Context: an optimization exercise on an open-source flow, tuned for small area, a short achievable clock period and few clock cycles. The choices shown serve that exercise and are no tape-out recipe.
RTL that was checked went through simulation tests only; none was proved equivalent to the original.
For runs 2 to 4, only the layout was checked, not whether the RTL still works.
Power and IR drop assume default switching activity.

==> flow/design.v <==
`timescale 1ns / 1ps
module process(
	input clk,
	input rst,
	input [23:0] in_pix,
	output reg [5:0] row, col,
	output reg out_we,
	output reg [23:0] out_pix,
	output reg mirror_done,
	output reg gray_done,
	output reg filter_done);
localparam PM = 2'd0, PG = 2'd1, PF = 2'd2;
reg [1:0]  phase, nphase;
reg [1:0]  sub, nsub;
reg [12:0] cnt, ncnt;
reg [23:0] P;
reg signed [12:0] T1, Tpre;
reg [9:0]  Hreg;
reg [7:0]  G1, G2;
wire [6:0] s = cnt[12:6];
wire [5:0] i = cnt[5:0];
always @(*) begin
	nphase = phase; nsub = sub; ncnt = cnt;
	case (phase)
	PM: begin
		if (sub == 2'd2) begin
			nsub = 2'd0;
			ncnt = cnt + 13'd1;
			if (cnt[10:0] == 11'd2047) begin nphase = PG; ncnt = 13'd0; end
		end else
			nsub = sub + 2'd1;
	end
	PG: begin
		nsub = sub + 2'd1;
		if (sub == 2'd3) begin
			ncnt = cnt + 13'd1;
			if (cnt[10:0] == 11'd2047) begin nphase = PF; ncnt = 13'd0; end
		end
	end
	default: begin
		if (sub == 2'd0)
			nsub = 2'd1;
		else if (sub == 2'd1) begin
			if (s == 7'd65 && i == 6'd1) begin
				nphase = PM; nsub = 2'd0; ncnt = 13'd0;
			end else if (i == 6'd1 && s != 7'd0) begin
				nsub = 2'd2;
			end else begin
				nsub = 2'd0; ncnt = cnt + 13'd1;
			end
		end else begin
			nsub = 2'd0; ncnt = cnt + 13'd1;
		end
	end
	endcase
end
reg [5:0] nrow, ncol;
reg nwe, nmd, ngd, nfd;
wire [6:0]  nsw = ncnt[12:6];
wire [5:0]  ni  = ncnt[5:0];
wire [12:0] wpos = ncnt - 13'd66;
always @(*) begin
	nrow = 6'd0; ncol = 6'd0; nwe = 1'b0; nmd = 1'b0; ngd = 1'b0; nfd = 1'b0;
	case (nphase)
	PM: begin
		nrow = (nsub == 2'd1) ? ~{1'b0, ncnt[10:6]} : {1'b0, ncnt[10:6]};
		ncol = ncnt[5:0];
		nwe = (nsub != 2'd0);
		nmd = (nsub == 2'd2) && (ncnt[10:0] == 11'd2047);
	end
	PG: begin
		nrow = ncnt[10:5];
		ncol = {ncnt[4:0], nsub[0]};
		nwe = nsub[1];
		ngd = (nsub == 2'd3) && (ncnt[10:0] == 11'd2047);
	end
	default: begin
		case (nsub)
		2'd0: begin
			if (nsw <= 7'd63) begin
				nrow = nsw[5:0];
				ncol = nsw[0] ? ~ni : ni;
				nwe = 1'b1;
			end else if (nsw == 7'd64 && ni == 6'd0) begin
				nrow = 6'd63; ncol = 6'd63; nwe = 1'b1;
			end
		end
		2'd1: begin
			nrow = wpos[11:6];
			ncol = wpos[6] ? wpos[5:0] : ~wpos[5:0];
			nwe = (ncnt >= 13'd66) && (ncnt <= 13'd4161);
			nfd = (nsw == 7'd65) && (ni == 6'd1);
		end
		default: begin
			if (nsw == 7'd64) begin nrow = 6'd63; ncol = 6'd63; end
			else begin nrow = nsw[5:0]; ncol = nsw[0] ? 6'd63 : 6'd0; end
		end
		endcase
	end
	endcase
end
always @(posedge clk) begin
	if (rst) begin
		phase <= PM; sub <= 2'd0; cnt <= 13'd0;
		row <= 6'd0; col <= 6'd0; out_we <= 1'b0;
		mirror_done <= 1'b0; gray_done <= 1'b0; filter_done <= 1'b0;
	end else begin
		phase <= nphase; sub <= nsub; cnt <= ncnt;
		row <= nrow; col <= ncol; out_we <= nwe;
		mirror_done <= nmd; gray_done <= ngd; filter_done <= nfd;
	end
end
wire [7:0] pr = P[23:16], pg = P[15:8], pb = P[7:0];
wire [7:0] mx1 = (pr > pg) ? pr : pg;
wire [7:0] mn1 = (pr > pg) ? pg : pr;
wire [7:0] mx  = (pb > mx1) ? pb : mx1;
wire [7:0] mn  = (pb < mn1) ? pb : mn1;
wire [8:0] gsum = {1'b0, mx} + {1'b0, mn};
wire signed [12:0] pT = P[22:10];
wire [9:0] pH = P[9:0];
wire signed [12:0] tpre_n = $signed({1'b0, G1, 3'b000}) + $signed({5'b0, G1})
                          - $signed({5'b0, G2}) - $signed({3'b0, pH});
wire [7:0] gm = (i == 6'd0) ? 8'd0 : pg;
wire signed [12:0] Tn = Tpre - $signed({5'b0, gm});
wire [9:0] Hn = {2'b0, G1} + {2'b0, G2} + {2'b0, gm};
wire signed [12:0] fd = T1 - $signed({3'b0, Hreg});
wire [7:0] fcl = fd[12] ? 8'd0 : (|fd[11:8]) ? 8'd255 : fd[7:0];
always @(posedge clk) begin
	case (phase)
	PM: out_pix <= in_pix;
	PG: begin
		P <= in_pix;
		if (sub == 2'd1 || sub == 2'd2) out_pix <= {8'd0, gsum[8:1], 8'd0};
	end
	default: begin
		case (sub)
		2'd0: begin
			out_pix <= {8'd0, fcl, 8'd0};
			T1 <= pT;
			Tpre <= tpre_n;
			P <= (s <= 7'd63) ? in_pix : 24'd0;
		end
		2'd1: begin
			out_pix <= {1'b0, Tn, Hn};
			Hreg <= Hn;
			G2 <= (i == 6'd0) ? 8'd0 : G1;
			G1 <= pg;
			P <= (s == 7'd0) ? 24'd0 : (i == 6'd0) ? {1'b0, Tn, Hn} : in_pix;
		end
		default: P <= in_pix;
		endcase
	end
	endcase
end
endmodule
==> flow/run.sh <==
#!/bin/bash
# synth_recipe.tcl (not shown) runs the flow's synth.tcl, then flattens the netlist and writes it again
# the make line also repeats each setting of config.mk as NAME=value (left out here)
make -C /OpenROAD-flow-scripts/flow DESIGN_CONFIG=/design/flow/config.mk WORK_HOME=/design/flow/orfs CLKGATE_MAP_FILE= SYNTH_SCRIPT=/design/flow/synth_recipe.tcl finish
==> flow/config.mk <==
export PLATFORM = sky130hd
export DESIGN_NAME = process
export DESIGN_NICKNAME = process
export VERILOG_FILES = /design/flow/design.v
export SDC_FILE = /design/flow/constraint.sdc
export NUM_CORES = 4
export LEC_CHECK = 0
export CAP_MARGIN = 20
export CORE_MARGIN = 2
export CORE_UTILIZATION = 45
export PLACE_DENSITY = 0.6
export SLEW_MARGIN = 20
==> flow/constraint.sdc <==
create_clock -name core_clock -period 7.0 [get_ports {clk}]
set_input_delay 1.4000 -clock core_clock [delete_from_list [all_inputs] [get_ports {clk}]]
set_output_delay 1.4000 -clock core_clock [all_outputs]
set_load 0.01 [all_outputs]
==> results of run 1 <==
routing by layer:
layer | track usage (%) | wire length [um] | part of all wire [%] | vias up
li1 | - | - | - | 3942
met1 | 40.6 | 14500 | 48 | 3985
met2 | 35.9 | 12200 | 41 | 358
met3 | 6.69 | 2880 | 9.6 | 39
met4 | 7.10 | 550 | 1.8 | 0
met5 | 0 | 0 | 0 | -
stage by stage:
step                      power (uW)  util, %  area (um^2)
after floorplan                 1000        -        10000
after global placement          1090     50.3        11000
after detailed placement        1090     50.3        11000
after CTS                       2010     53.1        11600
after global routing            2070     53.2        11600
final                           2010     53.2        11600
cells by family after synthesis:
| family | synth area share, % |
|---|---|
| simple gates | 14.2 |
| flops | 36.5 |
| fa+ha+maj | 15.7 |
| compound gates | 21.1 |
| xor+xnor | 5.25 |
| mux | 1.53 |
| buf+inv | 5.70 |
layout make-up:
class	count	area [um^2]	area share (%)
clock buffer	23	520	4.48
clock inverter	9	87.6	0.755
inverter	95	357	3.07
multi-input combinational	777	5810	50.1
sequential	133	3660	31.6
tap	280	350	3.02
timing repair buffer	84	813	7.01
state kept, by name, indices dropped and copies added, names as in the netlist, 2 cells and up:
| name | cells |
|---|---|
| P | 24 |
| col | 6 |
| G2 | 8 |
| phase | 2 |
| cnt | 13 |
| out_pix | 24 |
| Tpre | 13 |
| T1 | 13 |
| Hreg | 10 |
| row | 6 |
| G1 | 8 |
| sub | 2 |
path summary, 6_finish.rpt:
check | startpoint | to | cells past startpoint
setup / recovery | P[13] | out_pix[13] | 26
setup reg to reg | P[13] | out_pix[13] | 26
hold reg to reg | P[21] | T1[11] | 0
hold / removal | P[21] | T1[11] | 0
cells in the final DEF (no fill, tap or decap), types with 9 or more instances in the layout:
cell type	count
a21o_1	17
a21oi_1	75
a22o_1	25
a31oi_1	10
and2_1	11
buf_4	18
clkbuf_16	19
clkdlybuf4s50_1	65
dfxtp_1	33
edfxtp_1	100
fa_1	27
ha_1	83
inv_1	94
mux2i_1	14
nand2_1	86
nand2b_1	10
nand3_1	21
nand4_1	10
nor2_1	83
nor2b_1	16
nor3_1	13
o211ai_1	9
o21ai_0	54
o221ai_1	9
o41ai_1	11
xnor2_1	37
xor2_1	20
report_power, final:
part | leakage [uW] | switching (uW) | internal (uW)
registers | 0.00121 | 4.79 | 860
logic | 0.00316 | 124 | 89.0
clock network | 0.000305 | 369 | 562
==> key figures, run 1 <==
Outcome
  – Status: timing/DRC/antenna clean

Clock tree
  – Clk pin slew, worst setup/hold paths: 0.06 ns
  – Post-CTS setup buffers: 0
  – Worst skew pair latency: 0.43 ns
  – TritonCTS Sinks: 133
  – Number of gates resized after CTS: 0
  – Max H-tree Level: 4
  – Post-CTS Hold Fix Bufs: 0
  – Root Driver: clkbuf_16
  – Max clock buf depth: 2
  – CTS tree: built
  – Cts bufs inserted: 17

Synth
  – Synth area leaders: edfxtp_1 30%, ha_1 10%, dfxtp_1 6.6%
  – Post-synth ARST share: 0%
  – Synth top area share: 29.9%
  – Post-synth top cells: 100 x edfxtp_1, 94 x inv_1, 86 x nand2_1, 84 x nor2_1, 83 x ha_1
  – Syn Area/Cell: about 9.6 um^2
  – Yosys cell types: 81
  – Seq cells post-synth: 133
  – Top_reg_cell synth: edfxtp_1
  – Syn_nets: 1185
  – Yosys warning count: 1
  – Most instantiated library cell after synthesis: edfxtp_1
  – Post-synthesis sequential area ratio: 36.5%
  – Leading area contributor after synthesis: edfxtp_1
  – Synthesized instance count: 1049
  – Area of the mapped netlist: 0.0100 mm^2
  – Post-synth EDFFs: 100

Setup path
  – Critical path arrival: 6.32 ns
  – Crit path kind: reg -> reg
  – R2R setup slack: 0.85 ns
  – Crit path max-delay family: compound AO/OA/AOI/OAI gates
  – Critical path buffer and inverter count: 2
  – Most frequent CP cell: a21oi_1
  – Setup crit end kind: register
  – WP data required: 7.17 ns
  – Crit start category: register
  – CP Max Fanout: 18
  – Crit path largest cell delay: roughly 0.57 ns
  – Slowest CP cell: a21o_1

Layout
  – Share of cells above drive strength 1: 7.58%
  – Layout Nets: roughly 1.2k
  – Final non-filler cell total: 1401
  – # diodes: 0
  – Synth-to-layout area growth: 15.7%
  – Fillers: 2043

Placement
  – IO Port Bufs: 65
  – Placed insts: 1368
  – GP Congestion: 0.958
  – Dpl ws: 0.961 ns
  – Hpwl dp: 22600 um

Route
  – Iteration count of the initial detailed-routing pass: 5
  – Vias/cell: ~5.9
  – Starting DRT DRC Count: 937
  – WL/cell: 21.5 um
  – DRC Markers: 0
  – Final WL: 30100 um
  – Vias: 8324
  – ANT nets after route: 0

STA
  – Fin. max-slew vios: 0
  – Fmax: between 150 and 200 MHz
  – Setup ws final: 0.846 ns
  – RSZ-0062 raised after global routing: no
  – Fin Hold WS: around 0.53 ns
  – Final setup fails: 0
  – Headroom to the max-slew limit: between 40% and 50%
  – Worst Max-Slew Pin Slew: 0.835 ns
  – Post-route setup TNS: 0 ns
  – Final hold violations: 0
  – Clock skew: 0.00726 ns
  – Fin crit share: 87.9%
  – Clock period minus worst slack: 6.15 ns

Global routing
  – Initial antenna violation count: 0
  – Gr usage total: 26.2%
  – First-pass GRT wire length: 46800 um
  – Gr ovfl total: 0
  – Vias in the first global route: 7891
  – Largest net degree at the start of global routing: 42

Floorplan
  – IO Count: 66
  – Chip height: 153 um
  – Num rows: 54
  – Die width: 153 um
  – Initial core utilization: 46.0%
  – Die area: 0.0235 mm^2
  – Core Box Area: 0.0218 mm^2

Pwr
  – Pleak: between 0.004 and 0.005 uW
  – PD cells: 173 mW/mm^2
  – VDD IR max: 0.167 mV

Min path
  – Type of the worst min-delay path: reg -> reg

Run
  – Max-cap violations: 0
Testbench counts, summed over its fixed seeds: cycles 363,584.
==> inputs of run 2 (changes only) <==
--- a/flow/design.v
+++ b/flow/design.v
@@ -14,9 +14,7 @@
 reg [1:0]  sub, nsub;
 reg [12:0] cnt, ncnt;
 reg [23:0] P;
-reg signed [12:0] T1, Tpre;
-reg [9:0]  Hreg;
-reg [7:0]  G1, G2;
+reg [7:0]  G0, G1, G2, D;
 wire [6:0] s = cnt[12:6];
 wire [5:0] i = cnt[5:0];
 always @(*) begin
@@ -118,13 +116,12 @@
 wire [8:0] gsum = {1'b0, mx} + {1'b0, mn};
 wire signed [12:0] pT = P[22:10];
 wire [9:0] pH = P[9:0];
-wire signed [12:0] tpre_n = $signed({1'b0, G1, 3'b000}) + $signed({5'b0, G1})
-                          - $signed({5'b0, G2}) - $signed({3'b0, pH});
-wire [7:0] gm = (i == 6'd0) ? 8'd0 : pg;
-wire signed [12:0] Tn = Tpre - $signed({5'b0, gm});
-wire [9:0] Hn = {2'b0, G1} + {2'b0, G2} + {2'b0, gm};
-wire signed [12:0] fd = T1 - $signed({3'b0, Hreg});
-wire [7:0] fcl = fd[12] ? 8'd0 : (|fd[11:8]) ? 8'd255 : fd[7:0];
+wire [7:0] g0m = (i == 6'd0) ? 8'd0 : G0;
+wire [9:0] Hn = {2'b0, g0m} + {2'b0, G1} + {2'b0, G2};
+wire signed [12:0] Tn = $signed({1'b0, G1, 3'b000}) + $signed({4'b0, G1, 1'b0})
+                      - $signed({3'b0, Hn}) - $signed({3'b0, pH});
+wire signed [12:0] Dn = pT - $signed({3'b0, Hn});
+wire [7:0] Dcl = Dn[12] ? 8'd0 : (|Dn[11:8]) ? 8'd255 : Dn[7:0];
 always @(posedge clk) begin
 	case (phase)
 	PM: out_pix <= in_pix;
@@ -135,16 +132,14 @@
 	default: begin
 		case (sub)
 		2'd0: begin
-			out_pix <= {8'd0, fcl, 8'd0};
-			T1 <= pT;
-			Tpre <= tpre_n;
-			P <= (s <= 7'd63) ? in_pix : 24'd0;
+			out_pix <= {8'd0, D, 8'd0};
+			G0 <= (s <= 7'd63) ? in_pix[15:8] : 8'd0;
+			G1 <= G0;
+			G2 <= (i == 6'd1) ? 8'd0 : G1;
 		end
 		2'd1: begin
 			out_pix <= {1'b0, Tn, Hn};
-			Hreg <= Hn;
-			G2 <= (i == 6'd0) ? 8'd0 : G1;
-			G1 <= pg;
+			D <= Dcl;
 			P <= (s == 7'd0) ? 24'd0 : (i == 6'd0) ? {1'b0, Tn, Hn} : in_pix;
 		end
 		default: P <= in_pix;
==> run 2 against run 1 <==
Compared with the run above:
- clock power is 3.7% lower
- sequential power is 14% lower
- count of clock-buffer cells in the layout is 6 lower
- sequential share of layout area is 4.4 points lower
- synthesized cell count is 5.5% higher
- register-to-register slack worse by 0.09 ns
- first-iteration DRC count is 18% lower
- clock skew is 0.00089 ns higher
- critical path depth is 2 lower
- critical endpoint is now P[22]
==> key figures, run 2 <==
STA
  – Worst Max-Slew Pin Slew: 1.06 ns (+0.228 ns)
  – Fin crit share: 89.2% (+1.3 points)
  – Clock period minus worst slack: 6.25 ns (+0.0919 ns)
  – Post-route setup TNS: 0 ns (unchanged)
  – Fmax: 160 MHz (-1.5%)
  – Final hold violations: 0 (unchanged)
  – Fin Hold WS: 0.440 ns (-0.0888 ns)
  – Headroom to the max-slew limit: 28.6% (-15 points)
  – RSZ-0062 raised after global routing: no
  – Fin. max-slew vios: 0 (unchanged)
  – Clock skew: 0.00815 ns (+0.000888 ns)
  – Final setup fails: 0 (unchanged)

Setup path
  – WP data required: 7.14 ns (-0.03 ns)
  – R2R depth: 24 (-7.7%)
  – Setup crit end kind: register
  – R2R Path End: P[22]
  – Crit path kind: reg -> reg
  – R2R setup slack: 0.75 ns (-0.09 ns)
  – Critical path arrival: 6.38 ns (+0.06 ns)
  – CP Max Fanout: 13 (-5)
  – Crit Reg-Reg Startpoint: cnt[5]
  – Crit start category: register

Global routing
  – Vias in the first global route: 8201 (+3.9%)
  – Largest net degree at the start of global routing: 35 (-17%)
  – Initial antenna violation count: 0 (unchanged)
  – Gr usage total: 27.8% (+1.6 points)
  – First-pass GRT wire length: 47300 um (+1.1%)
  – Gr ovfl total: 0 (unchanged)

Clock tree
  – Clk pin slew, worst setup/hold paths: 0.06 ns (about the same)
  – CTS tree: built
  – TritonCTS Sinks: 113 (-15%)
  – Max clock buf depth: 2 (unchanged)
  – Root Driver: clkbuf_16
  – Worst skew pair latency: 0.43 ns (about the same)
  – Max H-tree Level: 4 (unchanged)
  – Post-CTS setup buffers: 0 (unchanged)
  – Post-CTS Hold Fix Bufs: 0 (unchanged)
  – Number of gates resized after CTS: 0 (unchanged)
  – Cts bufs inserted: 17 (unchanged)

Min path
  – Hold Path Origin: G0[2]
  – Hold depth: 0 (unchanged)
  – Hold path endpoint: G1[2]
  – Type of the worst min-delay path: reg -> reg

Layout
  – Core Util, Final: 53.2% (about the same)
  – Synth-to-layout area growth: 15.5%
  – Share of cells above drive strength 1: 7.76% (+0.18 points)
  – Area occupied by multi-input gates: 0.00609 mm^2 (+4.7%)
  – # diodes: 0 (unchanged)
  – Reg area: 0.00306 mm^2 (-16%)
  – Most frequent cells in the layout: 105 x inv_1, 105 x nand2_1, 98 x a21oi_1
  – Top flop regs: P: 24 flops, out_pix: 24 flops, cnt: 13 flops
  – Layout Nets: 1287 (+3.5%)
  – Fillers: 1976 (-3.3%)

Floorplan
  – IO Count: 66 (unchanged)
  – Initial core utilization: 46.1% (+0.11 points)
  – Chip height: 151 um (-1.4%)
  – Num rows: 53 (-1.9%)
  – Core Box Area: 0.0212 mm^2 (-3.1%)
  – Die width: 151 um (-1.4%)
  – Die area: 0.0228 mm^2 (-2.8%)

Placement
  – IO Port Bufs: 65 (unchanged)
  – GP Congestion: 0.961 (+0.27%)
  – Hpwl dp: 23900 um (+5.8%)

Route
  – Vias: 8661 (+4.0%)
  – DRC Markers: 0 (unchanged)
  – Vias/cell: 5.98 (+0.67%)
  – Iteration count of the initial detailed-routing pass: 5 (unchanged)
  – WL/cell: 21.3 um (-0.70%)
  – Final WL: 30900 um (+2.6%)
  – Starting DRT DRC Count: 766 (-18%)
  – ANT nets after route: 0 (unchanged)

Run
  – Max-cap violations: 0 (unchanged)

Synth
  – Leading area contributor after synthesis: edfxtp_1
  – Synthesized instance count: 1107 (+5.5%)
  – Post-synth EDFFs: 80 (-20%)
  – Seq cells post-synth: 113 (-15%)
  – Area of the mapped netlist: 0.00975 mm^2 (-2.8%)
  – Post-synth top cells: 105 x inv_1, 105 x nand2_1, 98 x a21oi_1, 98 x nor2_1, 80 x edfxtp_1
  – Largest family of logic cells by synthesized area: compound AO/OA/AOI/OAI gates
  – Synth Area in Simple Gates: 17.8% (+3.6 points)
  – Post-Synth Adder-Cell Area: 15.1% (-0.59 points)
  – Top_reg_cell synth: edfxtp_1
  – Syn_nets: 1234 (+4.1%)
  – Synth top area share: 24.7% (-5.3 points)
  – Post-synthesis mux area share: 2.95% (+1.4 points)
  – Post-synth ARST share: 0% (unchanged)
  – Post-synthesis sequential area ratio: 31.4% (-5.1 points)
  – Synth Area in Compound Gates: 21.9% (+0.82 points)
  – Syn Area/Cell: 8.80 um^2 (-7.9%)
  – Synth area leaders: edfxtp_1 25%, ha_1 9.5%, dfxtp_1 6.8%
  – Yosys cell types: 95 (+17%)
  – XOR/XNOR Fraction of Synth Area: 4.69% (-0.57 points)
  – Yosys warning count: 1 (unchanged)

Outcome
  – Status: timing/DRC/antenna clean

Pwr
  – PD cells: 182 mW/mm^2 (+5.2%)
  – Pleak: 0.00467 uW (-0.20%)
  – VDD IR max: 0.173 mV (+3.6%)
[run 2: changes by cell type in the layout (fill, tap and decap cells not counted), sizes merged, moves of 9 or more]
cell and change:
nor2 +15, xor2 -12, a211oi +12, a22o -17, o41ai -11, inv +17, a21oi +19, ha -9
edfxtp -20, nand2 +20
[run 2: where the power goes]
part	total, uW	internal, uW	switching [uW]
Sequential	740	733	7.12
Combinational	411	169	242
Clock	897	534	363
Total	2050	1440	612
[run 2: logic make-up after synthesis]
family / Yosys count
AO/OA/AOI/OAI: 316
buffers and inverters: 152
flip-flops: 113
XOR/XNOR: 45
multiplexers: 28
adder cells (fa/ha/maj): 102
AND/OR/NAND/NOR: 351
[run 2: worst max-delay path by stage]
| stage | start | end | slack (ns) | cells after the start |
|---|---|---|---|---|
| after detailed placement | cnt[5] | P[22] | 0.72 | 24 |
| after global placement | cnt[5] | P[22] | 0.77 | 24 |
| after CTS | cnt[5] | P[22] | 0.68 | 24 |
| after global routing | cnt[5] | P[22] | 0.31 | 24 |
| after floorplan | cnt[5] | P[20] | 1.25 | 25 |
| final | cnt[5] | P[22] | 0.75 | 24 |
[run 2: cell type report]
type	instances	share of cell area [%]
clock buffers	17	3.78
clock inverters	15	1.51
inverters	105	3.50
multi-input cells	842	54.1
flip-flops and latches	113	27.2
well taps	275	3.06
repair buffers	81	6.85
[run 2: through the flow]
stage	setup slack (ns)	cell area [um^2]	power (uW)	std cells
2_1_floorplan	1.25	9750	1020	1107
3_3_place_gp	0.769	10700	1160	1416
3_5_place_dp	0.721	10700	1160	1416
4_1_cts	0.683	11300	2050	1448
5_1_grt	0.309	11300	2120	1448
6_report	0.754	11300	2050	1448
[run 2: worst max-delay path, stage by stage (launching register included)]
cell      delay [ns]
dfxtp_1         0.40
nor4_2          0.26
buf_4           0.23
nand2_1         0.24
and2_1          0.26
fa_1            0.37
ha_1            0.22
fa_1            0.41
a21o_1          0.18
a21oi_1         0.23
xnor2_1         0.22
inv_1           0.18
fa_1            0.51
inv_1           0.06
fa_1            0.49
inv_1           0.04
ha_1            0.31
o21ai_0         0.13
a21boi_0        0.25
o21ai_0         0.11
nand2b_1        0.12
a21o_1          0.12
a21oi_1         0.09
o31ai_1         0.30
o21ai_0         0.21
[run 2: per-layer routing]
metal	vias to the layer above	wire (um)	global-route usage, %
met4	0	1290	11.4
li1	4129	-	-
met5	-	0	0
met1	4131	13100	35.9
met3	70	1740	3.49
met2	331	14700	47.3
==> inputs of run 3 (changes only) <==
--- a/flow/config.mk
+++ b/flow/config.mk
@@ -5,6 +5,7 @@
 export SDC_FILE = /design/flow/constraint.sdc
 export NUM_CORES = 4
 export LEC_CHECK = 0
+export ABC_CLOCK_PERIOD_IN_PS = 2500
 export CAP_MARGIN = 20
 export CORE_MARGIN = 2
 export CORE_UTILIZATION = 45
==> run 3 against run 2 <==
Compared with the run above:
- global-route usage stayed put
- clock power about the same
- sequential power hardly changed
- flip-flop and latch count unchanged
- still clean
- largest power group unchanged
- highest routed layer unchanged
- routed wire length stayed put
==> key figures, run 3 <==
Layout
  – Synth-to-layout area growth: 15.5% (unchanged)
  – Core Util, Final: 53.2% (unchanged)
  – Most frequent cells in the layout: 105 x inv_1, 105 x nand2_1, 98 x a21oi_1
  – # diodes: 0 (unchanged)
  – Layout Nets: 1287 (unchanged)
  – Share of cells above drive strength 1: 7.76% (unchanged)
  – Fillers: 1976 (unchanged)
  – Final non-filler cell total: 1448 (unchanged)
  – Top flop regs: P: 24 flops, out_pix: 24 flops, cnt: 13 flops

Clock tree
  – TritonCTS Sinks: 113 (unchanged)
  – Clk pin slew, worst setup/hold paths: 0.06 ns (about the same)
  – Post-CTS Hold Fix Bufs: 0 (unchanged)
  – Max H-tree Level: 4 (unchanged)
  – Max clock buf depth: 2 (unchanged)
  – Root Driver: clkbuf_16
  – Post-CTS setup buffers: 0 (unchanged)
  – Number of gates resized after CTS: 0 (unchanged)
  – CTS tree: built
  – Cts bufs inserted: 17 (unchanged)
  – Worst skew pair latency: 0.43 ns (about the same)

Synth
  – Post-synthesis mux area share: 2.95% (unchanged)
  – Seq cells post-synth: 113 (unchanged)
  – Leading area contributor after synthesis: edfxtp_1
  – Post-synth EDFFs: 80 (unchanged)
  – Largest family of logic cells by synthesized area: compound AO/OA/AOI/OAI gates
  – Synth Area in Compound Gates: 21.9% (unchanged)
  – Post-synth ARST share: 0% (unchanged)
  – Syn Area/Cell: 8.80 um^2 (unchanged)
  – Post-synthesis sequential area ratio: 31.4% (unchanged)
  – Synth area leaders: edfxtp_1 25%, ha_1 9.5%, dfxtp_1 6.8%
  – Post-synth top cells: 105 x inv_1, 105 x nand2_1, 98 x a21oi_1, 98 x nor2_1, 80 x edfxtp_1
  – Synthesized instance count: 1107 (unchanged)
  – Top_reg_cell synth: edfxtp_1
  – Synth Area in Simple Gates: 17.8% (unchanged)
  – Area of the mapped netlist: 0.00975 mm^2 (unchanged)
  – Yosys cell types: 95 (unchanged)
  – Yosys warning count: 1 (unchanged)
  – XOR/XNOR Fraction of Synth Area: 4.69% (unchanged)
  – Synth top area share: 24.7% (unchanged)
  – Syn_nets: 1234 (unchanged)
  – Post-Synth Adder-Cell Area: 15.1% (unchanged)

Setup path
  – Crit start category: register
  – Critical path buffer and inverter count: 4 (unchanged)
  – Crit path kind: reg -> reg
  – WP data required: 7.14 ns (about the same)
  – Most frequent CP cell: fa_1
  – Crit path largest cell delay: 0.51 ns (about the same)
  – Crit path max-delay family: adder cells
  – CP Max Fanout: 13 (unchanged)
  – Critical path arrival: 6.38 ns (about the same)
  – CP Cell Sequence: nor4_2, buf_4, nand2_1, and2_1, fa_1, ha_1, fa_1, a21o_1, a21oi_1, xnor2_1, inv_1, fa_1, inv_1, fa_1, inv_1, ha_1, o21ai_0, a21boi_0, o21ai_0, nand2b_1, a21o_1, a21oi_1, o31ai_1, o21ai_0
  – Setup crit end kind: register
  – Slowest CP cell: fa_1

STA
  – Post-route setup TNS: 0 ns (unchanged)
  – Headroom to the max-slew limit: 28.6% (unchanged)
  – Fin. max-slew vios: 0 (unchanged)
  – Fin crit share: 89.2% (unchanged)
  – Final hold violations: 0 (unchanged)
  – Fmax: 160 MHz (unchanged)
  – Final setup fails: 0 (unchanged)
  – Clock skew: 0.00815 ns (unchanged)
  – Clock period minus worst slack: 6.25 ns (unchanged)
  – Worst Max-Slew Pin Slew: 1.06 ns (unchanged)
  – RSZ-0062 raised after global routing: no

Pwr
  – Pleak: 0.00467 uW (unchanged)
  – VDD IR max: 0.173 mV (unchanged)
  – PD cells: 182 mW/mm^2 (unchanged)
  – Tot Pwr: 2050 uW (unchanged)

Min path
  – Type of the worst min-delay path: reg -> reg

Floorplan
  – IO Count: 66 (unchanged)
  – Die area: 0.0228 mm^2 (unchanged)
  – Core Box Area: 0.0212 mm^2 (unchanged)
  – Chip height: 151 um (unchanged)
  – Die width: 151 um (unchanged)
  – Num rows: 53 (unchanged)
  – Initial core utilization: 46.1% (unchanged)

Route
  – Starting DRT DRC Count: 766 (unchanged)
  – ANT nets after route: 0 (unchanged)
  – Vias/cell: 5.98 (unchanged)
  – DRC Markers: 0 (unchanged)
  – WL/cell: 21.3 um (unchanged)
  – Final WL: 30900 um (unchanged)
  – Vias: 8661 (unchanged)
  – Iteration count of the initial detailed-routing pass: 5 (unchanged)

Global routing
  – Initial antenna violation count: 0 (unchanged)
  – First-pass GRT wire length: 47300 um (unchanged)
  – Largest net degree at the start of global routing: 35 (unchanged)
  – Vias in the first global route: 8201 (unchanged)
  – Gr usage total: 27.8% (unchanged)
  – Gr ovfl total: 0 (unchanged)

Placement
  – GP Congestion: 0.961 (unchanged)
  – IO Port Bufs: 65 (unchanged)
  – Placed insts: 1416 (unchanged)
  – Hpwl dp: 23900 um (unchanged)

Run
  – Max-cap violations: 0 (unchanged)

Outcome
  – Status: timing/DRC/antenna clean
[run 3: cell counts after synthesis]
Identical to the previous run, type by type.
[run 3: layout make-up]
class,instances,area [um^2],share of cell area [%]
Inverter,105,394,3.50
Multi-Input combinational cell,842,6090,54.1
Timing Repair Buffer,81,771,6.85
Sequential cell,113,3060,27.2
Tap cell,275,344,3.06
Clock inverter,15,170,1.51
Clock buffer,17,425,3.78
[run 3: logic make-up (layout without fill, tap and decap cells)]
kind of cell	count (synthesis)	in the layout
mux	28	28
fa+ha+maj	102	102
simple gates	351	351
compound gates	316	316
flops	113	113
buf+inv	152	218
xor+xnor	45	45
[run 3: where the power goes]
part           total, uW  switching, uW  internal, uW  leakage [uW]
Combinational        411            242           169       0.00335
Sequential           740           7.12           733       0.00103
Clock                897            363           534      0.000291
[run 3: per-layer routing]
metal	vias up	GRT usage, %	wire, um
met5	-	0	0
met4	0	11.4	1290
met3	70	3.49	1740
met2	331	47.3	14700
met1	4131	35.9	13100
li1	4129	-	-
[run 3: worst reg2reg max path: cells and delay by family (launching register included)]
| family | cells | cell delay (ns) |
|---|---|---|
| AOI/OAI and AO/OA | 9 | 1.62 |
| DFF | 1 | 0.40 |
| buffers and inverters | 4 | 0.51 |
| adders and majority gates | 6 | 2.31 |
| and+or+nand+nor | 4 | 0.88 |
| xor gates and xnor gates | 1 | 0.22 |
[run 3: final timing paths]
kind	start	endpoint	slack [ns]	cells after the start
max	cnt[5]	P[22]	0.75	24
min	G0[2]	G1[2]	0.44	0
max reg2reg	cnt[5]	P[22]	0.75	24
min reg2reg	G0[2]	G1[2]	0.44	0
[run 3: per-stage QoR]
step / worst slack (ns) / hold WS (ns) / instance area (um^2)
5_1_grt: 0.309 / 0.466 / 11300
2_1_floorplan: 1.25 / 0.417 / 9750
3_3_place_gp: 0.769 / 0.429 / 10700
4_1_cts: 0.683 / 0.441 / 11300
6_report: 0.754 / 0.440 / 11300
3_5_place_dp: 0.721 / 0.427 / 10700
==> inputs of run 4 (changes only) <==
--- a/flow/config.mk
+++ b/flow/config.mk
@@ -10,4 +10,5 @@
 export CORE_MARGIN = 2
 export CORE_UTILIZATION = 45
 export PLACE_DENSITY = 0.6
+export SETUP_SLACK_MARGIN = 4.3
 export SLEW_MARGIN = 20
==> run 4 against run 3 <==
Compared with the run above:
- largest cell class unchanged
- critical endpoint is now D[3]
- highest routed layer unchanged
- register-to-register slack improved by 0.83 ns
- clock skew rose by 0.0026 ns
- global-route usage rose by 4.8 points
- largest power group unchanged
- final cell count rose by 13%
- first-iteration DRC count rose by 32%
- critical path type unchanged
- synthesized area did not move
- utilization rose by 18 points
==> key figures, run 4 <==
Clock tree
  – Clk pin slew, worst setup/hold paths: 0.06 ns (about the same)
  – Max clock buf depth: 2 (unchanged)
  – TritonCTS Sinks: 113 (unchanged)
  – Max H-tree Level: 4 (unchanged)
  – Root Driver: clkbuf_16
  – Worst skew pair latency: 0.43 ns (about the same)
  – Cts bufs inserted: 17 (unchanged)
  – Post-CTS Hold Fix Bufs: 0 (unchanged)
  – CTS tree: built

Setup path
  – CP Max Fanout: 8 (-5)
  – Critical path arrival: 5.57 ns (-0.81 ns)
  – Crit path largest cell delay: 0.58 ns (+0.07 ns)
  – WP data required: 7.16 ns (+0.02 ns)
  – Most frequent CP cell: buf_6
  – Slowest CP cell: fa_2
  – Crit path max-delay family: buffers and inverters
  – Crit path kind: reg -> reg
  – Critical path buffer and inverter count: 15 (+11)
  – Setup crit end kind: register
  – Crit start category: register
  – R2R setup slack: 1.59 ns (+0.83 ns)

Synth
  – Post-synth EDFFs: 80 (unchanged)
  – Top_reg_cell synth: edfxtp_1
  – Synth area leaders: edfxtp_1 25%, ha_1 9.5%, dfxtp_1 6.8%
  – Yosys cell types: 95 (unchanged)
  – Area of the mapped netlist: 0.00975 mm^2 (unchanged)
  – Post-synthesis sequential area ratio: 31.4% (unchanged)
  – Seq cells post-synth: 113 (unchanged)
  – Synthesized instance count: 1107 (unchanged)
  – Post-synth ARST share: 0% (unchanged)
  – Synth top area share: 24.7% (unchanged)
  – Leading area contributor after synthesis: edfxtp_1
  – Post-synth top cells: 105 x inv_1, 105 x nand2_1, 98 x a21oi_1, 98 x nor2_1, 80 x edfxtp_1
  – Syn Area/Cell: 8.80 um^2 (unchanged)
  – Yosys warning count: 1 (unchanged)
  – Syn_nets: 1234 (unchanged)

STA
  – Setup ws final: 1.59 ns (+0.832 ns)
  – Headroom to the max-slew limit: 34.5% (+5.9 points)
  – Clock period minus worst slack: 5.41 ns (-0.832 ns)
  – RSZ-0062 raised after global routing: yes
  – Post-route setup TNS: 0 ns (unchanged)
  – Worst Max-Slew Pin Slew: 0.981 ns (-0.0823 ns)
  – Final hold violations: 0 (unchanged)
  – Fin crit share: 77.3% (-12 points)
  – Fin. max-slew vios: 0 (unchanged)
  – Final setup fails: 0 (unchanged)
  – Clock skew: 0.0108 ns (+0.00264 ns)
  – Fmax: 185 MHz (+15%)

Layout
  – Share of cells above drive strength 1: 41.1% (+33 points)
  – Most frequent cells in the layout: 137 x buf_4, 89 x nand2_1, 83 x nor2_1
  – # diodes: 0 (unchanged)
  – Commonest non-fill, non-tap cell in the layout: buf_4
  – Layout Nets: 1474 (+15%)
  – Synth-to-layout area growth: 55.3%
  – Top flop regs: P: 24 flops, out_pix: 24 flops, cnt: 13 flops

Placement
  – Hpwl dp: 24600 um (+3.0%)
  – IO Port Bufs: 65 (unchanged)
  – GP Congestion: 0.935 (-2.7%)
  – Dpl ws: 1.18 ns (+0.457 ns)

Outcome
  – Status: timing/DRC/antenna clean

Floorplan
  – Core Box Area: 0.0212 mm^2 (unchanged)
  – IO Count: 66 (unchanged)
  – Chip height: 151 um (unchanged)
  – Initial core utilization: 46.1% (unchanged)
  – Die area: 0.0228 mm^2 (unchanged)
  – Num rows: 53 (unchanged)
  – Die width: 151 um (unchanged)

Route
  – Vias/cell: 6.22 (+4.0%)
  – DRC Markers: 0 (unchanged)
  – ANT nets after route: 0 (unchanged)
  – Starting DRT DRC Count: 1010 (+32%)
  – Vias: 10.2k (+17%)
  – Final WL: 39000 um (+26%)
  – WL/cell: 23.8 um (+12%)
  – Iteration count of the initial detailed-routing pass: 5 (unchanged)

Pwr
  – Net Sw Frac: 30.1% (+0.18 points)
  – PD cells: 156 mW/mm^2 (-14%)
  – Pleak: 0.00631 uW (+35%)
  – Psw: 712 uW (+16%)
  – Clk pwr share: 39.0% (-4.8 points)
  – Sequential share of power: 31.2% (-4.9 points)
  – VDD IR max: 0.173 mV (-0.16%)
  – Comb pwr share: 29.8% (+9.7 points)
  – Cell Int Power: 1660 uW (+15%)

Global routing
  – Initial antenna violation count: 0 (unchanged)
  – Largest net degree at the start of global routing: 35 (unchanged)
  – First-pass GRT wire length: 56000 um (+18%)
  – Gr ovfl total: 0 (unchanged)
  – Gr usage total: 32.6% (+4.8 points)
  – Vias in the first global route: 9685 (+18%)

Min path
  – Type of the worst min-delay path: reg -> reg

Run
  – Max-cap violations: 0 (unchanged)
## run 4: power by group through the flow
stage          Sequential, uW  Clock, uW  Combinational [uW]
3_5_place_dp              755          0                 437
4_1_cts                   739        917                 609
6_report                  739        923                 706
2_1_floorplan             760          0                 298
5_1_grt                   740        955                 742
3_3_place_gp              755          0                 439
## run 4: layout make-up
cell class                 count  area (um^2)
clock inverter                 5         30.0
timing repair buffer         268         2570
multi-input combinational    842         8080
tap                          275          344
fill                        1452         6020
clock buffer                  27          601
inverter                     105          412
sequential                   113         3100
## run 4: repair_timing
| action | CTS | global route |
|---|---|---|
| gates resized for setup | 264 | 181 |
| gates cloned | 1 | 0 |
| endpoints found under the hold margin | 0 | 0 |
| setup endpoints to repair | 106 | 111 |
| buffers inserted | 133 | 60 |
| pin swaps | 111 | 117 |
## run 4: metal layers
metal	wire length (um)	share of wire (%)	track usage, %	vias to the layer above
li1	-	-	-	4492
met1	14600	38	40.3	4862
met2	18500	47	53.8	633
met3	3020	7.8	5.36	188
met4	2820	7.2	19.5	0
met5	0	0	0	-
## run 4: cell families after synthesis
group | Yosys count | synth area share [%]
multiplexers | 28 | 2.95
AND/OR/NAND/NOR | 351 | 17.8
buffers and inverters | 152 | 6.11
flip-flops | 113 | 31.4
XOR/XNOR | 45 | 4.69
adder cells (fa/ha/maj) | 102 | 15.1
AO/OA/AOI/OAI | 316 | 21.9
## run 4: final timing paths
| check | start | endpoint | depth (start not counted) |
|---|---|---|---|
| setup / recovery | cnt[4] | D[3] | 30 |
| hold / removal | G0[3] | G1[3] | 0 |
| setup reg to reg | cnt[4] | D[3] | 30 |
| hold reg to reg | G0[3] | G1[3] | 0 |
## run 4: metrics by stage
stage          total power, uW  std cells  hold WS, ns  utilization [%]  instance area (um^2)
2_1_floorplan             1060       1107        0.417                -                 10200
3_3_place_gp              1190       1409        0.423             52.0                 11000
3_5_place_dp              1190       1409        0.425             52.0                 11000
4_1_cts                   2270       1575        0.436             65.5                 13900
5_1_grt                   2440       1635        0.455             71.5                 15100
6_report                  2370       1635        0.434             71.5                 15100
## run 4: worst register-to-register path, delay by kind of cell (launching register included)
kind / cells / cell delay (ns)
AO/OA/AOI/OAI: 8 / 1.34
buffers and inverters: 15 / 1.73
adder cells (fa/ha/maj): 3 / 1.05
flip-flops: 1 / 0.35
AND/OR/NAND/NOR: 3 / 0.49
XOR/XNOR: 1 / 0.17

[static timing again, ports no longer ideal]
In the flow no input, the clock included, has a driving cell. The finished layouts below were timed again as built, in two steps.
Step 1: set_driving_cell puts a clkbuf_16 on clk and a buf_2 on each other input, an assumption about the parent block.
Step 2 adds t to the input delays and takes it off the output delays; t is the mean of the earliest and latest rising clock arrival at the registers after step 1. Input paths then give back, and output paths get back, about the clock's delay inside the block.
Three values: no drivers, after step 1, after step 2; two values: the first two.
run	shift t [ns]	setup slack, ns	pins driven straight from the clock port
run 1	0.472	0.846 / 0.846 / 0.846	1
run 2	0.471	0.754 / 0.754 / 0.754	1
run 3	0.471	0.754 / 0.754 / 0.754	1
run 4	0.474	1.586 / 1.586 / 1.586	1
After both steps every run listed still meets setup and hold.
